Source: an optimization exercise on an open RTL-to-GDS flow (aim: small area). Production flows keep margins and buffers that such runs may drop. The RTL was checked by simulation tests, not by an equivalence proof against the original design. Power is estimated from default activity; no workload was simulated.

Design ram_top, start of the top module:
module ram_top(
	input  logic 	   clk,
	input  logic 	   rsta,
	input  logic 	   ena,
	input  logic       wea,
	input  logic [4:0] addra,
	input  logic [7:0] dina,
	output logic [7:0] douta,
	input  logic 	   rstb,
	input  logic 	   enb,
	input  logic 	   web,
	input  logic [4:0] addrb,
	input  logic [7:0] dinb,
	output logic [7:0] doutb
);
Settings: LEC_CHECK=0, CAP_MARGIN=20, CORE_MARGIN=2, CORE_UTILIZATION=40, GPL_TIMING_DRIVEN=1, SLEW_MARGIN=20, SYNTH_HIERARCHICAL=1; clock period 5.0 ns.
standard.sh (not shown) runs the stock make flow with config.mk's settings and CLKGATE_MAP_FILE= SYNTH_SCRIPT=/design/flow/synth_recipe.tcl, a recipe that flattens the netlist after the stock synthesis.
==> flow/flow/run.sh <==
#!/bin/bash
set -euo pipefail
export BUFFER_PORTS_ARGS="-buffer_cell sky130_fd_sc_hd__buf_1"
export CTS_ARGS="-sink_clustering_enable -repair_clock_nets -dont_use_dummy_load -buf_list sky130_fd_sc_hd__clkbuf_8 -sink_clustering_size 13 -sink_clustering_max_diameter 80"
bash standard.sh > standard.log 2>&1
The first run finished with timing, DRC and antenna clean.
==> next run, changes <==
==> flow/flow/run.sh (replaced) <==
#!/bin/bash
set -euo pipefail
export BUFFER_PORTS_ARGS="-buffer_cell sky130_fd_sc_hd__buf_1"
export CTS_ARGS="-sink_clustering_enable -repair_clock_nets -dont_use_dummy_load -buf_list sky130_fd_sc_hd__clkbuf_8 -sink_clustering_size 14 -sink_clustering_max_diameter 80"
bash standard.sh > standard.log 2>&1
- CORE_UTILIZATION: 40 -> 50
=>
- The new run ran to the end with no violations
- die area drops by 20%
- routed wire length came out lower by 5.4%
- synthesized cell count stays the same
- via count is lower by about 1.4%
- flip-flop and latch count is unchanged
- final cell count falls by about 3.7%
- clock power falls by about 3%

---

## cedar
ram_top again, from the RTL that the note above started with.
Design ram_top, start of the top module:
module ram_top(
	input  logic 	   clk,
	input  logic 	   rsta,
	input  logic 	   ena,
	input  logic       wea,
	input  logic [4:0] addra,
	input  logic [7:0] dina,
	output logic [7:0] douta,
	input  logic 	   rstb,
	input  logic 	   enb,
	input  logic 	   web,
	input  logic [4:0] addrb,
	input  logic [7:0] dinb,
	output logic [7:0] doutb
);
clock: 5.0 ns
lec_check: 0
cap_margin: 20
core_margin: 2
core_utilization: 40
gpl_timing_driven: 1
slew_margin: 20
synth_hierarchical: 1
==> flow/flow/run.sh <==
#!/bin/bash
set -euo pipefail
export BUFFER_PORTS_ARGS="-buffer_cell sky130_fd_sc_hd__buf_1"
export CTS_ARGS="-sink_clustering_enable -repair_clock_nets -dont_use_dummy_load -buf_list sky130_fd_sc_hd__clkbuf_8 -sink_clustering_size 14 -sink_clustering_max_diameter 80"
bash standard.sh > standard.log 2>&1
cedar completed every stage of the flow, and the final layout passed the timing, design-rule and antenna checks.
Input-level comparison between yarrow and cedar:
# cedar
export LEC_CHECK = 0
export CAP_MARGIN = 20
export CORE_MARGIN = 2
export CORE_UTILIZATION = 40
export GPL_TIMING_DRIVEN = 1
export SLEW_MARGIN = 20
export SYNTH_HIERARCHICAL = 1
create_clock -name core_clock -period 5.0 [get_ports {clk}]
# yarrow
export LEC_CHECK = 0
export CAP_MARGIN = 0
export CORE_MARGIN = 2
export CORE_UTILIZATION = 40
export GPL_TIMING_DRIVEN = 1
export SLEW_MARGIN = 0
export SYNTH_HIERARCHICAL = 1
create_clock -name core_clock -period 5.0 [get_ports {clk}]
==> flow/flow/run.sh <==
#!/bin/bash
set -euo pipefail
export BUFFER_PORTS_ARGS="-buffer_cell sky130_fd_sc_hd__buf_1"
export CTS_ARGS="-sink_clustering_enable -repair_clock_nets -dont_use_dummy_load -buf_list sky130_fd_sc_hd__clkbuf_8 -sink_clustering_size 12 -sink_clustering_max_diameter 80"
bash standard.sh > standard.log 2>&1
## What came out
- Diff cedar -> yarrow | first-iteration DRC count | increase of 74
- The final layout from yarrow, which completed every stage, passed the timing, design-rule and antenna checks at the end of the flow.
- cedar went all the way through the flow, and no timing, DRC or antenna check failed.
- The worst slew margin relative to its limit in yarrow was lower than what cedar gave.
- yarrow vs cedar on combinational share of power: yarrow is the lower one.
- The slowest cell on the critical path comes out sky130_fd_sc_hd__nor2_1 in one run and sky130_fd_sc_hd__a222oi_1 in the other, namely in yarrow and cedar respectively.
- On final cell area excluding filler cells, cedar and yarrow are basically level.

-- static timing again, ports no longer ideal --
Ports are ideal in the flow. The routed layouts listed here were re-timed in OpenROAD. Step 1 (the two cells are an assumption about what drives the block):
set clk [get_ports {clk}]
set_driving_cell -lib_cell sky130_fd_sc_hd__clkbuf_16 $clk
set_driving_cell -lib_cell sky130_fd_sc_hd__buf_2 [delete_from_list [all_inputs] $clk]
Step 2 also shifts input and output timing later by t, the mid clock arrival at the registers, as if the neighbouring blocks saw the same clock. Slacks: ideal ports / drivers / drivers and shift; pairs: ideal ports / drivers.
| run | shift t [ns] | setup WS [ns] | hold WS [ns] | worst data-port slew with drivers (ns) | pins driven straight from the clock port |
|---|---|---|---|---|---|
| the first run of note 1 | 0.641 | 1.920 / 1.931 / 1.289 | 0.514 / 0.514 / 0.514 | 0.04 | 1 |
| the second run of note 1 | 0.611 | 1.813 / 1.801 / 1.190 | 0.506 / 0.506 / 0.506 | 0.07 | 1 |
| cedar | 0.618 | 1.898 / 1.921 / 1.303 | 0.512 / 0.512 / 0.512 | 0.04 | 1 |
| yarrow | 0.633 | 1.891 / 1.913 / 1.280 | 0.513 / 0.513 / 0.513 | 0.04 | 1 |
After both steps setup and hold are still met in every run listed. For the first run of note 1, which loses most, drivers alone change the setup slack by +0.011 ns; drivers and shift together by -0.631 ns.
